Context: an optimization exercise on an open-source flow, tuned for small area, a short achievable clock period and few clock cycles per item. The choices shown serve that exercise and are no tape-out recipe.
At most, simulation tests tie the RTL to the original design; equivalence was not proved.
No activity file was given, so power comes from the tool's default toggle rates.

== trial 47 ==
==> flow/design.v <==
module counter (
	input clk, rst,
	output reg [7:0] step
);
	always @(posedge clk) begin
		if (rst)
			step <= 8'b0000_0001;
		else
			step <= {step[6:0], step[7]};
	end
endmodule
module rotator
(
	input [16:0] x, y,
	input [15:0] angle,
	input neg_dir,
	input [7:0] step,
	output [16:0] xp, yp,
	output [15:0] angle_p,
	output y_is_zero
);
	wire signed [16:0] y_signed = y;
	reg [16:0] x_shifted, y_shifted;
	reg [15:0] t;
	wire y_neg = y[16];
	wire y_pos = ~y[16];
	integer i;
	reg signed [16:0] y_sh;
	localparam [127:0] T = {16'h0051, 16'h00a3, 16'h0146, 16'h028b,
	                        16'h0511, 16'h09fb, 16'h12e4, 16'h2000};
	always @(*) begin
		x_shifted = 17'd0;
		y_shifted = 17'd0;
		t = 16'd0;
		for (i = 0; i < 8; i = i + 1) begin
			x_shifted = x_shifted | ((x >> i) & {17{step[i]}});
			y_sh = y_signed >>> i;
			y_shifted = y_shifted | (y_sh & {17{step[i]}});
			t = t | (T[16*i +: 16] & {16{step[i]}});
		end
	end
	adder #(17) add_x(x, y_shifted ^ {17{y_neg}}, y_neg, xp);
	adder #(17) add_y(y, x_shifted ^ {17{y_pos}}, y_pos, yp);
	wire sub = y_neg ^ neg_dir;
	adder #(16) add_angle(angle, t ^ {16{sub}}, sub, angle_p);
	assign y_is_zero = ~|y;
endmodule
module adder #(parameter W = 17) (
	input [W-1:0] a, b,
	input cin,
	output [W-1:0] sum
);
	localparam N = W + 1;	 
	localparam L = (N <= 2) ? 1 : (N <= 4) ? 2 : (N <= 8) ? 3 : (N <= 16) ? 4 : (N <= 32) ? 5 : 6;
	wire [N-1:0] g [0:L];
	wire [N-1:0] p [0:L];
	assign g[0] = {a & b, cin};
	assign p[0] = {a ^ b, 1'b0};
	genvar l, i;
	generate for (l = 0; l < L; l = l + 1) begin : level
		for (i = 0; i < N; i = i + 1) begin : node
			if (((i >> l) & 1) == 1) begin : merge
				localparam J = ((i >> l) << l) - 1;
				if ((i >> l) == 1) begin : gray
					prefix_gray pc(g[l][i], p[l][i], g[l][J], g[l+1][i]);
					assign p[l+1][i] = 1'b0;
				end
				else begin : black
					prefix_black pc(g[l][i], p[l][i], g[l][J], p[l][J], g[l+1][i], p[l+1][i]);
				end
			end
			else begin : keep
				assign g[l+1][i] = g[l][i];
				assign p[l+1][i] = p[l][i];
			end
		end
	end endgenerate
	assign sum = p[0][N-1:1] ^ g[L][N-2:0];
endmodule
module prefix_black (
	input gh, ph, gl, pl,
	output g, p
);
	assign g = gh | (ph & gl);
	assign p = ph & pl;
endmodule
module prefix_gray (
	input gh, ph, gl,
	output g
);
	assign g = gh | (ph & gl);
endmodule
module cordic_mod(
	input clk, rst,
	input signed [15:0] inp_x, inp_y,
	output [15:0] arctan,
	output reg valid
);
	reg [16:0] x, y;
	reg [15:0] angle;
	reg neg_dir;	 
	reg stop;	 
	reg x_zero;	 
	wire is_x_negative = inp_x[15];
	wire is_y_negative = inp_y[15];
	wire is_x_zero = ~|inp_x;
	wire is_y_zero = ~|inp_y;
	wire [15:0] below_x, below_y;
	genvar b;
	generate for (b = 0; b < 16; b = b + 1) begin : abs_bits
		if (b == 0) begin : lsb
			assign below_x[b] = 1'b0;
			assign below_y[b] = 1'b0;
		end
		else begin : other
			assign below_x[b] = |inp_x[b-1:0];
			assign below_y[b] = |inp_y[b-1:0];
		end
	end endgenerate
	wire [16:0] abs_x = {1'b0, inp_x ^ (below_x & {16{is_x_negative}})};
	wire [16:0] abs_y = {1'b0, inp_y ^ (below_y & {16{is_y_negative}})};
	reg [15:0] start_angle;
	always @(*) begin
		case ({is_x_negative, is_y_negative})
			2'b00: start_angle = 16'h0000;
			2'b01: start_angle = 16'h0000;
			2'b10: start_angle = 16'h7fff;
			2'b11: start_angle = 16'h8001;
		endcase
	end
	wire [7:0] step;
	counter cntr(clk, rst, step);
	wire [16:0] xp, yp;
	wire [15:0] angle_p;
	wire y_is_zero;
	rotator rttr(x, y, angle, neg_dir, step, xp, yp, angle_p, y_is_zero);
	wire step_en = ~valid & ~stop & ~y_is_zero;
	wire special = step[0] & ~valid & stop;
	wire [15:0] special_angle = {16{x_zero}} & {neg_dir, {15{~neg_dir}}};
	always @(posedge clk) begin
		if (rst) begin
			x <= abs_x;
			y <= abs_y;
			angle <= start_angle;
			neg_dir <= is_x_negative ^ is_y_negative;
			stop <= is_x_zero | is_y_zero;
			x_zero <= is_x_zero;
		end
		else begin
			x <= xp;
			y <= yp;
			if (special)
				angle <= special_angle;
			else if (step_en)
				angle <= angle_p;
			stop <= stop | y_is_zero;
		end
	end
	always @(posedge clk) begin
		if (rst)
			valid <= 1'b0;
		else if (step[7])
			valid <= 1'b1;
	end
	assign arctan = angle;
endmodule
clock: 8.0 ns
lec_check: 0
cap_margin: 20
core_margin: 2
core_utilization: 40
cts_buf_list: sky130_fd_sc_hd__clkbuf_4 sky130_fd_sc_hd__clkbuf_8
cts_cluster_diameter: 100
cts_cluster_size: 32
setup_slack_margin: 5.0
slew_margin: 20
synth_hierarchical: 1
synth_minimum_keep_size: 0
standard.sh (not shown) runs the stock make flow with config.mk's settings and CLKGATE_MAP_FILE= SYNTH_SCRIPT=/design/flow/synth_recipe.tcl, a recipe that flattens the netlist after the stock synthesis.
==> flow/flow/run.sh <==
#!/bin/bash
# The standard layout, except that the port buffers are the smallest buffer
# (buf_1) instead of the flow's default
# pick. Synthesis is the standard one, unchanged.
set -euo pipefail
bash standard.sh synth > synth.log 2>&1
bash standard.sh BUFFER_PORTS_ARGS="-buffer_cell sky130_fd_sc_hd__buf_1" finish > layout.log 2>&1
Trial 47 did not stop at any stage, and its layout met the timing, DRC and antenna checks.
The following lists how build 60 was set up differently from trial 47:
diff --git a/flow/design.v b/flow/design.v
--- a/flow/design.v
+++ b/flow/design.v
@@ -9,24 +9,24 @@
 			step <= {step[6:0], step[7]};
 	end
 endmodule
 module rotator
 (
 	input [16:0] x, y,
+	input y_pos,	 
 	input [15:0] angle,
 	input neg_dir,
 	input [7:0] step,
 	output [16:0] xp, yp,
 	output [15:0] angle_p,
 	output y_is_zero
 );
 	wire signed [16:0] y_signed = y;
 	reg [16:0] x_shifted, y_shifted;
 	reg [15:0] t;
 	wire y_neg = y[16];
-	wire y_pos = ~y[16];
 	integer i;
 	reg signed [16:0] y_sh;
 	localparam [127:0] T = {16'h0051, 16'h00a3, 16'h0146, 16'h028b,
 	                        16'h0511, 16'h09fb, 16'h12e4, 16'h2000};
 	always @(*) begin
 		x_shifted = 17'd0;
@@ -38,13 +38,13 @@
 			y_shifted = y_shifted | (y_sh & {17{step[i]}});
 			t = t | (T[16*i +: 16] & {16{step[i]}});
 		end
 	end
 	adder #(17) add_x(x, y_shifted ^ {17{y_neg}}, y_neg, xp);
 	adder #(17) add_y(y, x_shifted ^ {17{y_pos}}, y_pos, yp);
-	wire sub = y_neg ^ neg_dir;
+	wire sub = ~(y_pos ^ neg_dir);
 	adder #(16) add_angle(angle, t ^ {16{sub}}, sub, angle_p);
 	assign y_is_zero = ~|y;
 endmodule
 module adder #(parameter W = 17) (
 	input [W-1:0] a, b,
 	input cin,
@@ -94,16 +94,16 @@
 	input clk, rst,
 	input signed [15:0] inp_x, inp_y,
 	output [15:0] arctan,
 	output reg valid
 );
 	reg [16:0] x, y;
+	reg y_pos;	 
 	reg [15:0] angle;
 	reg neg_dir;	 
 	reg stop;	 
-	reg x_zero;	 
 	wire is_x_negative = inp_x[15];
 	wire is_y_negative = inp_y[15];
 	wire is_x_zero = ~|inp_x;
 	wire is_y_zero = ~|inp_y;
 	wire [15:0] below_x, below_y;
 	genvar b;
@@ -118,43 +118,44 @@
 		end
 	end endgenerate
 	wire [16:0] abs_x = {1'b0, inp_x ^ (below_x & {16{is_x_negative}})};
 	wire [16:0] abs_y = {1'b0, inp_y ^ (below_y & {16{is_y_negative}})};
 	reg [15:0] start_angle;
 	always @(*) begin
-		case ({is_x_negative, is_y_negative})
+		if (is_x_zero)
+			start_angle = {is_y_negative, {15{~is_y_negative}}};
+		else if (is_y_zero)
+			start_angle = 16'h0000;
+		else case ({is_x_negative, is_y_negative})
 			2'b00: start_angle = 16'h0000;
 			2'b01: start_angle = 16'h0000;
 			2'b10: start_angle = 16'h7fff;
 			2'b11: start_angle = 16'h8001;
 		endcase
 	end
 	wire [7:0] step;
 	counter cntr(clk, rst, step);
 	wire [16:0] xp, yp;
 	wire [15:0] angle_p;
 	wire y_is_zero;
-	rotator rttr(x, y, angle, neg_dir, step, xp, yp, angle_p, y_is_zero);
+	rotator rttr(x, y, y_pos, angle, neg_dir, step, xp, yp, angle_p, y_is_zero);
 	wire step_en = ~valid & ~stop & ~y_is_zero;
-	wire special = step[0] & ~valid & stop;
-	wire [15:0] special_angle = {16{x_zero}} & {neg_dir, {15{~neg_dir}}};
 	always @(posedge clk) begin
 		if (rst) begin
 			x <= abs_x;
 			y <= abs_y;
+			y_pos <= 1'b1;
 			angle <= start_angle;
 			neg_dir <= is_x_negative ^ is_y_negative;
-			stop <= is_x_zero | is_y_zero;
-			x_zero <= is_x_zero;
+			stop <= is_x_zero;
 		end
 		else begin
 			x <= xp;
 			y <= yp;
-			if (special)
-				angle <= special_angle;
-			else if (step_en)
+			y_pos <= ~yp[16];
+			if (step_en)
 				angle <= angle_p;
 			stop <= stop | y_is_zero;
 		end
 	end
 	always @(posedge clk) begin
 		if (rst)
Results
- Trial 47 → build 60: sequential standard cell area fell 2.3%, total routing usage reported by global routing has decreased, peak clock frequency supported by timing down 2.0%.
- The final reports for build 60 and trial 47 show total of cells resized after clock tree synthesis lower in the former.
- Pin slew with the least headroom to its limit (build 60 over trial 47): decrease, 0.34 ns
- The lower power density relative to cell area came out of build 60.
- Changes observed in build 60 relative to trial 47: smallest hold slack down 0.046 ns, total via count after detailed routing shrank by about 3.3%, routed length per instance shrank by 1.2 um, count of mapped cells out of synthesis went down.
Testbench counts of build 60, summed over its fixed seeds: cycles 108,000, items 12,000.
Only the layout flow was run in trial 47; the RTL was not checked for function there.

afterwards: timing with drivers on the ports:
No port has a modelled driver above. Below, the same layouts with a new extraction and two added sets of constraints.
Step 1 (the two cells are an assumption about what drives the block):
set clk [get_ports {clk}]
set_driving_cell -lib_cell sky130_fd_sc_hd__clkbuf_16 $clk
set_driving_cell -lib_cell sky130_fd_sc_hd__buf_2 [delete_from_list [all_inputs] $clk]
Step 2, shift: input delay + t, output delay - t, t = (earliest + latest rising clock arrival at the registers) / 2. This alone moves slack from input paths to output paths.
Three values: ideal, step 1, step 2; two values: the first two.
run | t (ns) | slack for setup (ns) | cell pins on the clock port's net
trial 47 | 0.422 | 5.060 / 5.060 / 4.710 | 1
build 60 | 0.407 | 5.000 / 5.017 / 4.610 | 1
After both steps setup and hold are still met in every run listed. For build 60, which loses most, drivers alone change the setup slack by +0.017 ns; drivers and shift together by -0.390 ns.
